This design comes from an exercise in tuning for small area and a short achievable clock period on the open sky130 flow, not from production work.
The RTL was checked by simulation tests, not by an equivalence proof against the original design.

==> flow/design.v <==
`timescale 1ns/1ps
module top(
	input clk,
	input rst,
	input valid,
	input dir,
	input signed [31:0] n,
	output [31:0] zeroCount,
	output signed [31:0] xOut
);
	reg signed [31:0] xReg;
	wire signed [31:0] xNext;
	always @(posedge clk or posedge rst)begin
		if(rst) xReg<=32'sd50;
		else if(valid) xReg<=xNext;
	end
	assign xOut=xReg;
	wire signed[31:0] signedN;
	assign signedN=dir? n: -n;
	wire signed [31:0] addOut;
	wire signed [31:0] modOut;
	wire signed [31:0] normOut;
	wire zeroHit;
	adder uAdd(.a(xReg), .b(signedN), .sum(addOut));
	modulo uMod(.in(addOut), .out(modOut));
	normalize uNorm(.in(modOut), .out(normOut));
	comparator uCmp(.in(normOut), .zero(zeroHit));
	assign xNext=normOut;
	counter uCnt(
		.clk(clk),
		.rst(rst),
		.inc(valid&zeroHit),
		.count(zeroCount)
	);
endmodule
module adder(
	input signed [31:0] a,
	input signed [31:0] b,
	output signed [31:0] sum
);
	assign sum=a+b;
endmodule
module modulo(
	input signed [31:0] in,
	output signed [31:0] out
);
	assign out=in%100;
endmodule
module normalize(
	input signed [31:0] in,
	output signed [31:0] out
);
	assign out=(in<0)? (in+100): in;
endmodule
module comparator(
	input signed [31:0] in,
	output zero
);
	assign zero = (in==0);
endmodule
module counter(
	input clk,
	input rst,
	input inc,
	output reg [31:0] count
);
	always @(posedge clk or posedge rst)begin
		if(rst) count<=32'd0;
		else if(inc) count<=count+1;
	end
endmodule
==> flow/run.sh <==
#!/bin/bash
# synth_recipe.tcl (not shown) runs the flow's synth.tcl, then flattens the netlist and writes it again
# the make line also repeats each setting of config.mk as NAME=value (left out here)
make -C /OpenROAD-flow-scripts/flow DESIGN_CONFIG=/design/flow/config.mk WORK_HOME=/design/flow/orfs CLKGATE_MAP_FILE= SYNTH_SCRIPT=/design/flow/synth_recipe.tcl finish
==> flow/config.mk <==
export PLATFORM = sky130hd
export DESIGN_NAME = top
export DESIGN_NICKNAME = top
export VERILOG_FILES = /design/flow/design.v
export SDC_FILE = /design/flow/constraint.sdc
export NUM_CORES = 4
export LEC_CHECK = 0
export CAP_MARGIN = 20
export CORE_MARGIN = 2
export CORE_UTILIZATION = 40
export SLEW_MARGIN = 20
==> flow/constraint.sdc <==
create_clock -name core_clock -period 34.0 [get_ports {clk}]
set_input_delay 6.8000 -clock core_clock [delete_from_list [all_inputs] [get_ports {clk}]]
set_output_delay 6.8000 -clock core_clock [all_outputs]
set_load 0.01 [all_outputs]
==> implementation parameters <==
Parameter                              Value

Clock tree
  Maximum count of clock buffers along a single path ... 2
  H-Tree Depth ... 3
  TritonCTS clock tree ... built
  Clk pin slew, worst setup/hold paths ... roughly 60 ps
  Number of clock buffers inserted by TritonCTS ... 9
  Quantity of hold-fixing buffers added after cts ... 0
  Clock sink count ... 64
  Clock tree root buffer cell ... sky130_fd_sc_hd__clkbuf_16
  Clock latency on the worst-skew pair ... 340 ps

Place
  Weighted congestion reported at the end of routability-driven placement ... roughly 0.93
  DPL Wire Length ... between 30000 and 40000 um
  Port bufs ... between 90 and 100

Timing
  Top achievable clock speed ... approximately 0.031 GHz
  Hold violation total from the final report ... 0
  Unrepaired setup endpoints after global routing ... false
  Shortest clock period the worst path allows after layout ... 31990 ps
  Final period utilization ... a little over nine tenths
  Worst Max-Slew Pin Slew ... just over 900 ps
  Total count of max-transition violations in the final report ... 0
  Final worst clock skew ... around 4.7 ps
  Worst slew margin relative to its limit ... just under 40%
  Final setup violation count ... 0
  Post-Route Setup TNS ... 0 ps

Critical path
  Crit Path Category ... primary input to flop
  Count of cells along the worst register-to-register path ... 75
  Master of the slowest instance on the critical path ... sky130_fd_sc_hd__o311ai_1
  Worst Path Max Fanout ... 14
  Critical path capture point type ... flop
  Crit path DAT ... 32210 ps
  Startpoint kind of the worst setup timing path ... primary input
  Max incr delay on CP ... about 700 ps
  Crit path buf inv count ... 2
  Total number of cells along the worst setup path ... between 70 and 80
  Cell family contributing the most delay on the critical path ... compound AO/OA/AOI/OAI gates
  Data required, critical path ... between 30000 and 40000 ps
  Cell repeated most along the worst path ... sky130_fd_sc_hd__o21ai_1

Synth
  Biggest area consumer among synthesized cells ... sky130_fd_sc_hd__dfrtp_1
  Number of synthesized flops with an enable pin ... 0
  Top post-synthesis cells by count ... sky130_fd_sc_hd__nor2_1, sky130_fd_sc_hd__nand2_1, sky130_fd_sc_hd__a21oi_1
  Area share of the largest cell type after synthesis ... between 10% and 20%
  Netlist Area Pre-Place ... between 0.01 and 0.015 mm2
  Predominant post-synthesis flop cell ... sky130_fd_sc_hd__dfrtp_1
  Top cells by area in the synthesized netlist ... sky130_fd_sc_hd__dfrtp_1, sky130_fd_sc_hd__a2111oi_4, sky130_fd_sc_hd__xor2_1
  Share of async-settable or async-resettable flops after synthesis ... 100%
  Synthesized flop and latch total ... between 60 and 70
  Syn_nets ... 1806
  Proportion of synthesized chip area in sequential cells ... a little under an eighth
  Post-synthesis cell count ... ~1700
  Unique cell type count in the Yosys netlist ... between 100 and 150
  Post-synthesis average cell area ... a little under 8 um2
  Most common cell in the synthesized netlist ... sky130_fd_sc_hd__nor2_1
  Number of warning messages in the yosys log ... 2

Drt
  Detailed-router iteration count before antenna repair ... 5
  Vias/cell ... 6.24
  Remaining routing DRC violations ... 0
  Wirelength, routed ... between 40000 and 50000 um
  Detailed Route Iter0 Violations ... between 1000 and 1500
  Number of vias in the routed layout ... between 10000 and 15000
  Routed wire length per instance ... about 18 um
  Antenna-violating nets left ... 0

Global route
  Number of antenna violations at the first check in global routing ... 4
  Global-route usage over all layers ... a little under a quarter
  Remaining global-route overflow ... 0
  First-pass GRT wire length ... between 60000 and 70000 um
  Number of global-route vias before repair ... 13200
  Maximum number of pins on one net before global-route repair ... 65

Run status
  Status ... complete, no violations

Floorplan
  Number of top-level pins ... 100
  Initial core utilization ... approximately 41%
  Height of the chip ... approximately 190 um
  Floorplan core area ... around 0.034 mm2
  DIE AREA ... about 0.036 mm2
  Die X ... around 190 um
  Row cnt ... 67

Job
  Max-Cap Viols ... 0

Layout
  Final net count ... between 1500 and 2000
  Synthesis-to-layout area growth ... 12.7%
  Reg area ... around 0.0016 mm2
  FILL cells ... roughly 3400
  Multi-input gate area ... 0.0116 mm2
  Fraction of layout cells with a size suffix above 1 ... between 10% and 20%

Worst hold path
  Class of the tightest hold or removal check ... flop to flop
  Number of cells on the worst hold path ... 1
-- state kept, by name (all words and copies together), names as in the netlist --
signal,count
xReg,32
uCnt.count,32
-- path summary, 6_finish.rpt --
kind                                                 start                         end  slack, ps
max in group asynchronous                              rst        xReg[10]$_DFFE_PP0P_      26420
worst max register to register         xReg[1]$_DFFE_PP1P_   uCnt.count[1]$_DFFE_PP0P_       9780
worst max-delay path                                  n[5]   uCnt.count[1]$_DFFE_PP0P_       2010
min in group asynchronous                              rst        xReg[17]$_DFFE_PP0P_       7020
worst min-delay path            uCnt.count[16]$_DFFE_PP0P_  uCnt.count[16]$_DFFE_PP0P_        480
worst min register to register  uCnt.count[16]$_DFFE_PP0P_  uCnt.count[16]$_DFFE_PP0P_        480
-- timing repair --
action	in CTS	in global routing
hold endpoints to repair	0	0
buffers inserted	0	4
setup endpoints to repair	0	44
resized for setup	0	4
-- area by class of cell --
type | count | share of cell area, %
clock buffers | 10 | 1.56
clock inverters | 6 | 0.432
multi-input cells | 1564 | 75.4
inverters | 35 | 0.855
flip-flops and latches | 64 | 10.5
well taps | 448 | 3.65
repair buffers | 121 | 7.61
diodes | 3 | 0.0489
-- cell usage in the layout, fill, tap and decap left out, types with 27 or more instances in the layout --
| cell | Yosys | final |
|---|---|---|
| sky130_fd_sc_hd__nand3_1 | 58 | 58 |
| sky130_fd_sc_hd__o21ai_0 | 69 | 69 |
| sky130_fd_sc_hd__nand4_1 | 40 | 40 |
| sky130_fd_sc_hd__xor2_1 | 88 | 87 |
| sky130_fd_sc_hd__a31oi_1 | 34 | 34 |
| sky130_fd_sc_hd__nor2_1 | 203 | 203 |
| sky130_fd_sc_hd__nand2_1 | 131 | 130 |
| sky130_fd_sc_hd__nor3_1 | 54 | 54 |
| sky130_fd_sc_hd__and2_1 | 29 | 29 |
| sky130_fd_sc_hd__o21ai_1 | 35 | 35 |
| sky130_fd_sc_hd__a21oi_1 | 113 | 113 |
| sky130_fd_sc_hd__inv_1 | 34 | 33 |
| sky130_fd_sc_hd__clkdlybuf4s50_1 | 0 | 99 |
| sky130_fd_sc_hd__a21o_1 | 30 | 30 |
| sky130_fd_sc_hd__o211ai_1 | 27 | 27 |
| sky130_fd_sc_hd__dfrtp_1 | 61 | 61 |
| sky130_fd_sc_hd__and3_1 | 33 | 33 |
| sky130_fd_sc_hd__ha_1 | 39 | 39 |
| sky130_fd_sc_hd__a2111oi_4 | 33 | 33 |
| sky130_fd_sc_hd__xnor2_1 | 68 | 67 |
-- cell families after synthesis --
group | synth area share (%)
buf+inv | 3.81
fa+ha+maj | 4.33
compound gates | 39.3
mux | 3.22
flops | 11.8
simple gates | 26.2
xor+xnor | 11.3
-- per-layer routing --
| layer | track usage [%] | up-vias | share of wire (%) |
|---|---|---|---|
| li1 | - | 6832 | - |
| met1 | 31.7 | 6669 | 48 |
| met2 | 35.9 | 467 | 44 |
| met3 | 2.81 | 70 | 5.6 |
| met4 | 6.85 | 2 | 2.8 |
| met5 | 0 | - | 0.044 |
-- stage by stage --
stage          instances  cell area [um2]  utilization, %  setup WS, ps  hold slack, ps
2_1_floorplan       1730            13600               -          6560             504
3_3_place_gp        2228            15000            44.7          1510             477
3_5_place_dp        2228            15000            44.7          1020             477
4_1_cts             2244            15300            45.6          1280             488
5_1_grt             2248            15400            45.8           102             503
6_report            2251            15400            45.8          2010             485

## what the ideal ports hide
How much do the figures lean on ideal ports? The routed layout below was timed once more, with nothing changed but the port constraints. Step 1, drivers: a clkbuf_16 drives clk and a buf_2 each remaining input, both assumed. Step 2 moves the port delays by t, midway between the first and last clock arrival at a register: inputs arrive t later, outputs are due t later. That takes back most of the time a late clock gives input paths. a / b / c = no drivers / after step 1 / after step 2; a / b = the first two.
t, ns: 0.378
setup WS [ns]: 2.010 / 2.029 / 1.651
hold slack, ns: 0.485 / 0.485 / 0.485
worst data-port slew with drivers (ns): 0.09
cell pins on the clock port's net: 1
After both steps setup and hold are still met in this run. For this run, drivers alone change the setup slack by +0.019 ns; drivers and shift together by -0.359 ns.
